This design comes from an exercise in tuning for small area, a short achievable clock period and few clock cycles on the open sky130 flow, not from production work.
At most, simulation tests tie the RTL to the original design; equivalence was not proved.
Power is estimated from default activity; no workload was simulated.

Setup of nickel:
Design JAM, start of the top module:
module JAM (
    input CLK,
    input RST,
    output [3:0] MatchCount,
    output [9:0] MinCost,
    output       Valid,
    output [2:0] W,
    output [2:0] J,
    input  [6:0] Cost
);
==> flow/config.mk <==
export PLATFORM = sky130hd
export DESIGN_NAME = JAM
export DESIGN_NICKNAME = JAM
export VERILOG_FILES = /design/flow/design.v
export SDC_FILE = /design/flow/constraint.sdc
export NUM_CORES = 4
export LEC_CHECK = 0
export CAP_MARGIN = 20
export CORE_MARGIN = 2
export CORE_UTILIZATION = 40
export SETUP_SLACK_MARGIN = 4.0
export SLEW_MARGIN = 20
==> flow/constraint.sdc <==
create_clock -name core_clock -period 7.0 [get_ports {CLK}]
set_input_delay 1.4000 -clock core_clock [delete_from_list [all_inputs] [get_ports {CLK}]]
set_output_delay 1.4000 -clock core_clock [all_outputs]
set_load 0.01 [all_outputs]
run.sh (not shown) runs the stock make flow with config.mk's settings and CLKGATE_MAP_FILE= SYNTH_SCRIPT=/design/flow/synth_recipe.tcl, a recipe that flattens the netlist after the stock synthesis.
Testbench counts of nickel, summed over its fixed seeds: cycles 4,380.
Edits applied to the flow inputs when going from nickel to zinc:
- setting CTS_CLUSTER_DIAMETER to 80 for the first time
- setting CTS_CLUSTER_SIZE to 20 for the first time
- changing SETUP_SLACK_MARGIN from 4.0 to 3.8
--- outcome ---
Looking at post-route minimum period, zinc sits 0.12 ns higher than nickel does.
No run among nickel and zinc stopped early or left any final violation; all are clean.
~same worst hold slack in nickel and zinc
Going from nickel to zinc, the initial DRC count was found to have gone up by 110.
Power, nickel and zinc: smaller value in zinc
Overall die area came out exactly the same in nickel and zinc.
Input changes introduced in umber (baseline for comparison: zinc):
- SETUP_SLACK_MARGIN changed from 3.8 to 4.0
- ABC_AREA newly set to 1
Notes after the runs:
umber contains more vias than zinc. The more densely filled core belongs to umber, not zinc. dfxtp_1 as the most frequent standard cell in the layout excluding fill and tap cells was reported by zinc, and nand2_1 by umber. Setup slack in umber is smaller than in zinc.
## Diff of input files: juniper against umber
- changing CORE_UTILIZATION from 40 to 50
- removing ABC_AREA (formerly 1)
==> notes.md <==
- Final cell count, juniper and umber, lower one = juniper.
- juniper — detailed route wirelength on metal2 4.9% lower, umber as reference
- Cell area reported after detailed placement, juniper vs umber: up slightly
- Between umber and juniper, the total power figures differ only marginally.
- juniper gives less post-route clock period utilization than umber did.
- | data-path buffer share of cell area in the final layout | lower: umber |
- In the tables for juniper and umber, width of the chip reads higher with umber.
- Across both runs, via count was lower for juniper than for umber.
- Timing-limited maximum frequency: juniper better than umber
- Internal power of the cells is lower on umber
- Of the two values seen for critical path launch point, cost_r[4] was produced by juniper and wp[0] by umber.
Edits applied to the flow inputs when going from juniper to yarrow:
- swapping 50 for 40 in CORE_UTILIZATION
==> comparison <==
Number of cells on the worst reg-to-reg path delta (juniper -> yarrow): insignificant
[compare] base=juniper new=yarrow: net switching power of the design went down; routability congestion estimate went down; clock power went down; number of inserted filler cells in the final layout went up; total wire length went up.
### yarrow -> sierra
- SETUP_SLACK_MARGIN now 3.9, was 4.0
## What came out
- The final layouts of yarrow and sierra pass the timing, DRC and antenna checks.
- First-pass GRT wire length: sierra vs yarrow — no meaningful difference
- dmin[1] as the worst setup path startpoint was reported by yarrow, and dmin[6] by sierra.
- sierra against yarrow; routed length per placed instance is up slightly.
- Diff yarrow..sierra | part of the Yosys area used for sequential elements | unchanged

Another version of the RTL of JAM (not shown whole).
For scale: ~2,300 cells after synthesis, about 30 I/O pins, roughly 22,000 sq um of cells after synthesis.
Settings: LEC_CHECK=0, CAP_MARGIN=20, CORE_MARGIN=2, CORE_UTILIZATION=40, CTS_CLUSTER_DIAMETER=80, CTS_CLUSTER_SIZE=20, SETUP_SLACK_MARGIN=4.0, SLEW_MARGIN=20; clock period 7.0 ns.
Testbench counts at the start, summed over its fixed seeds: cycles 4,191.
==> next run, changes <==
CTS_CLUSTER_DIAMETER = 90   (was 80)
CTS_CLUSTER_SIZE = 22   (was 20)
Outcome: The changed run ran to the end with no violations. Area after synthesis does not change. Final cell count is unchanged. Global-route usage came out lower by 0.14 points. Critical path depth falls by 1. Clock-buffer cell count went down by 5.
==> next run, changes <==
CTS_CLUSTER_DIAMETER = 80   (was 90)
CTS_CLUSTER_SIZE = 20   (was 22)
SETUP_SLACK_MARGIN = 3.95   (was 4.0)
The new run finished clean.
Routed wire length rose by 1.2%.
Synthesized cell count does not change.
Area after synthesis is unchanged.
Core utilization fell by 0.37 points.
Hold slack is better by 0.0045 ns.
==> next run, changes <==
SETUP_SLACK_MARGIN = 3.9   (was 3.95)
The new run passed the timing, DRC and antenna checks.
Non-clock buffer count shrinks by 16.
Routed wire length shrinks slightly.
Sequential cell count stays the same.
==> next run, changes <==
SETUP_SLACK_MARGIN = 4.05   (was 3.9)
After rerunning:
- The new run went through all stages and came out clean
- final area rises by 2.4%
- global-route usage goes up by 0.58 points
- sequential power is about the same
- die area stays the same
- first-iteration DRC count rises by 3.3%
- routed wire length goes up by about 2.7%
- maximum frequency shrinks by about 0.53%
- total power went up by about 3.6%
- combinational power came out higher by 9.0%
- clock power shrinks by about 6%
- utilization goes up by 1.1 points

JAM with an RTL version that a note above also has.
Size: ~2400 cells after synthesis, ~440 flip-flops, roughly 23000 um2 of cells after synthesis.
Settings: LEC_CHECK=0, CAP_MARGIN=20, CORE_MARGIN=2, CORE_UTILIZATION=40, CTS_CLUSTER_DIAMETER=100, CTS_CLUSTER_SIZE=30, SETUP_SLACK_MARGIN=4.0, SLEW_MARGIN=20; clock period 7.0 ns.
The baseline passed the timing, DRC and antenna checks.
Testbench counts at the start, summed over its fixed seeds: cycles 4,380.
==> next run, changes <==
--- a/flow/config.mk
+++ b/flow/config.mk
@@ -11,2 +11 @@
-export CTS_CLUSTER_DIAMETER = 100
-export CTS_CLUSTER_SIZE = 30
+export PLACE_DENSITY = 0.8
After rerunning: First-iteration DRC count rose by about 26%; setup slack improved by 0.021 ns; cell area rose by about 4%; register-to-register slack improved by 0.02 ns; clock skew stays flat; die area does not change; routed wire length fell by 3.8%; utilization rose by 1.9 points; global-route usage fell by 1.1 points; clock power rose by about 75%; cell count rose by about 1.5%.

Setup of run A:
JAM, a different RTL version from the one above (not shown whole).
For scale: about 420 flip-flops, roughly 30 I/O pins, roughly 19000 µm² of cells after synthesis.
clock: 7.0 ns
lec_check: 0
cap_margin: 20
core_margin: 2
core_utilization: 65
setup_slack_margin: 4.0
slew_margin: 20
Run A reached the end of the flow, and the finished layout is clean on the timing, DRC and antenna checks.
Modified inputs, run B compared to run A
- SETUP_SLACK_MARGIN no longer set, was 4.0
- CORE_UTILIZATION now 40, was 65
==> comparison <==
- Worst setup slack: run B vs run A down 1.01 ns
- Against run A, worst supply voltage drop on vdd in run B fell by more than a quarter.
- Relative to run A, the final cell area reported for run B is lower.
- [run B vs run A] internal cell power: lower in run B
No functional check of the RTL was part of any run of this note.

Setup of run 1:
JAM, a different RTL version from the one above (not shown whole).
Size in the first run: roughly 2200 cells after synthesis, ~430 flip-flops, ~30 I/O pins, ~0.021 mm^2 of cells after synthesis.
Settings: LEC_CHECK=0, CAP_MARGIN=20, CORE_MARGIN=2, CORE_UTILIZATION=40, SETUP_SLACK_MARGIN=3.0, SLEW_MARGIN=20; clock period 7.0 ns.
Testbench counts of run 1, summed over its fixed seeds: cycles 4,374.
#### Input delta (run 2 over run 1)
- SETUP_SLACK_MARGIN changed from 3.0 to 4.0
==> comparison <==
Higher total placed instance area goes to run 2 over run 1. On final estimated routing congestion in global placement, run 2 and run 1 are basically level. Run 2 vs run 1: via count up by a little under 10%. Lower total routing resource utilization after global routing goes to run 1 over run 2. Run 2 vs. run 1: CTS buffer count went up by 1. Compared to run 1, run 2 reaches a higher achievable clock.
Edits applied to the flow inputs when going from run 2 to run 3:
- swapping 4.0 for 3.5 in SETUP_SLACK_MARGIN
### Flow results
- Diff run 2..run 3 | sequential power | negligible
- Comparing run 3 against run 2, there is no change at all in largest buffer count on any clock path.
- In the reports for run 3 and run 2, the smaller critical path depth belongs to run 3.
- Run 3 vs run 2, power went down by 0.0016 W.
- Measured against run 2, the count of buffers not belonging to the clock network in the layout of run 3 comes out at 0.50 times the reference value.
- Compared with run 2, run 3 shows internal power consumption lower by about 12%.
- Of run 3 and run 2, the lower flip-flop and latch share of the layout cell area belongs to run 2.

JAM with an RTL version that a note above also has.
For scale: roughly 30 I/O pins, roughly 23000 µm² of cells after synthesis.
Settings: LEC_CHECK=0, CAP_MARGIN=20, CORE_MARGIN=2, CORE_UTILIZATION=40, SETUP_SLACK_MARGIN=4.3, SLEW_MARGIN=20; clock period 7.0 ns.
Testbench counts at the start, summed over its fixed seeds: cycles 4,380.
Next try:
--- a/flow/config.mk
+++ b/flow/config.mk
@@ -10,3 +10,6 @@
 export CORE_UTILIZATION = 40
-export SETUP_SLACK_MARGIN = 4.3
+export CTS_BUF_LIST = sky130_fd_sc_hd__clkbuf_8 sky130_fd_sc_hd__clkbuf_16
+export CTS_CLUSTER_DIAMETER = 100
+export CTS_CLUSTER_SIZE = 24
+export SETUP_SLACK_MARGIN = 4.0
 export SLEW_MARGIN = 20
Core utilization came out lower by 4.0 points.
First-iteration DRC count came out lower by 6.8%.
Design area came out lower by 7.9%.
Sequential share of layout area came out higher by 2.9 points.
Setup slack is better by 0.10 ns.
Wire length came out lower by 5.9%.
Register-to-register slack is better by 0.10 ns.
Next try:
--- a/flow/config.mk
+++ b/flow/config.mk
@@ -10,6 +10,5 @@
 export CORE_UTILIZATION = 40
-export CTS_BUF_LIST = sky130_fd_sc_hd__clkbuf_8 sky130_fd_sc_hd__clkbuf_16
-export CTS_CLUSTER_DIAMETER = 100
-export CTS_CLUSTER_SIZE = 24
-export SETUP_SLACK_MARGIN = 4.0
+export CTS_CLUSTER_DIAMETER = 80
+export CTS_CLUSTER_SIZE = 20
+export SETUP_SLACK_MARGIN = 4.1
 export SLEW_MARGIN = 20
What happened:
- total power came out higher by about 4.6%
- count of clock-buffer cells in the layout came out higher by 14
- via count came out higher by 1.4%
- cell area came out higher by about 2.4%
- routed wire length came out higher by about 3%

port drivers added, routing unchanged:
No port has a modelled driver above. Below, the same layouts with a new extraction and two added sets of constraints.
Step 1: set_driving_cell puts a clkbuf_16 on CLK and a buf_2 on each other input, an assumption about the parent block.
Step 2 also shifts input and output timing later by t, the mid clock arrival at the registers, as if the neighbouring blocks saw the same clock.
Three values: ideal, step 1, step 2; two values: the first two.
run	t, ns	setup WS [ns]	hold WS [ns]	worst setup path after step 2	pins driven straight from the clock port
nickel	0.651	3.954 / 3.954 / 3.877	0.341 / 0.341 / 0.341	input, reset recovery	1
zinc	0.645	3.834 / 3.818 / 3.604	0.341 / 0.341 / 0.341	input, reset recovery	1
umber	0.653	3.721 / 3.721 / 3.721	0.349 / 0.349 / 0.349	register to register	1
juniper	0.669	3.841 / 3.841 / 3.796	0.342 / 0.342 / 0.342	input, reset recovery	1
yarrow	0.652	3.946 / 3.946 / 3.895	0.335 / 0.335 / 0.335	input, reset recovery	1
sierra	0.659	3.911 / 3.890 / 3.557	0.340 / 0.340 / 0.340	input, reset recovery	1
the first run of note 2	0.645	3.952 / 3.952 / 3.924	0.327 / 0.327 / 0.327	input, reset recovery	1
the second run of note 2	0.650	3.918 / 3.918 / 3.906	0.316 / 0.316 / 0.316	input, reset recovery	1
the third run of note 2	0.662	3.845 / 3.845 / 3.726	0.321 / 0.321 / 0.321	input, reset recovery	1
the fourth run of note 2	0.655	3.906 / 3.906 / 3.899	0.324 / 0.324 / 0.324	input, reset recovery	1
the fifth run of note 2	0.654	3.889 / 3.889 / 3.877	0.333 / 0.333 / 0.333	input, reset recovery	1
the first run of note 3	0.625	3.950 / 3.947 / 3.914	0.343 / 0.343 / 0.343	input, reset recovery	1
the second run of note 3	0.659	3.971 / 3.971 / 3.738	0.345 / 0.345 / 0.345	input, reset recovery	1
run A	0.579	3.527 / 3.527 / 3.527	0.321 / 0.321 / 0.321	register to register	1
run B	0.621	2.513 / 2.513 / 2.513	0.324 / 0.324 / 0.324	register to register	1
run 1	0.657	3.163 / 3.163 / 3.163	0.318 / 0.318 / 0.318	register to register	1
run 2	0.659	3.550 / 3.550 / 3.550	0.320 / 0.320 / 0.320	register to register	1
run 3	0.654	3.503 / 3.503 / 3.503	0.316 / 0.316 / 0.316	register to register	1
the first run of note 6	0.653	3.830 / 3.830 / 3.830	0.341 / 0.341 / 0.341	register to register	1
the second run of note 6	0.644	3.932 / 3.932 / 3.901	0.332 / 0.332 / 0.332	input, reset recovery	1
the third run of note 6	0.683	3.827 / 3.827 / 3.827	0.339 / 0.339 / 0.339	register to register	1
After both steps every run listed still meets setup and hold. For sierra, which loses most, drivers alone change the setup slack by -0.021 ns; drivers and shift together by -0.354 ns. Setup slack includes reset recovery checks.
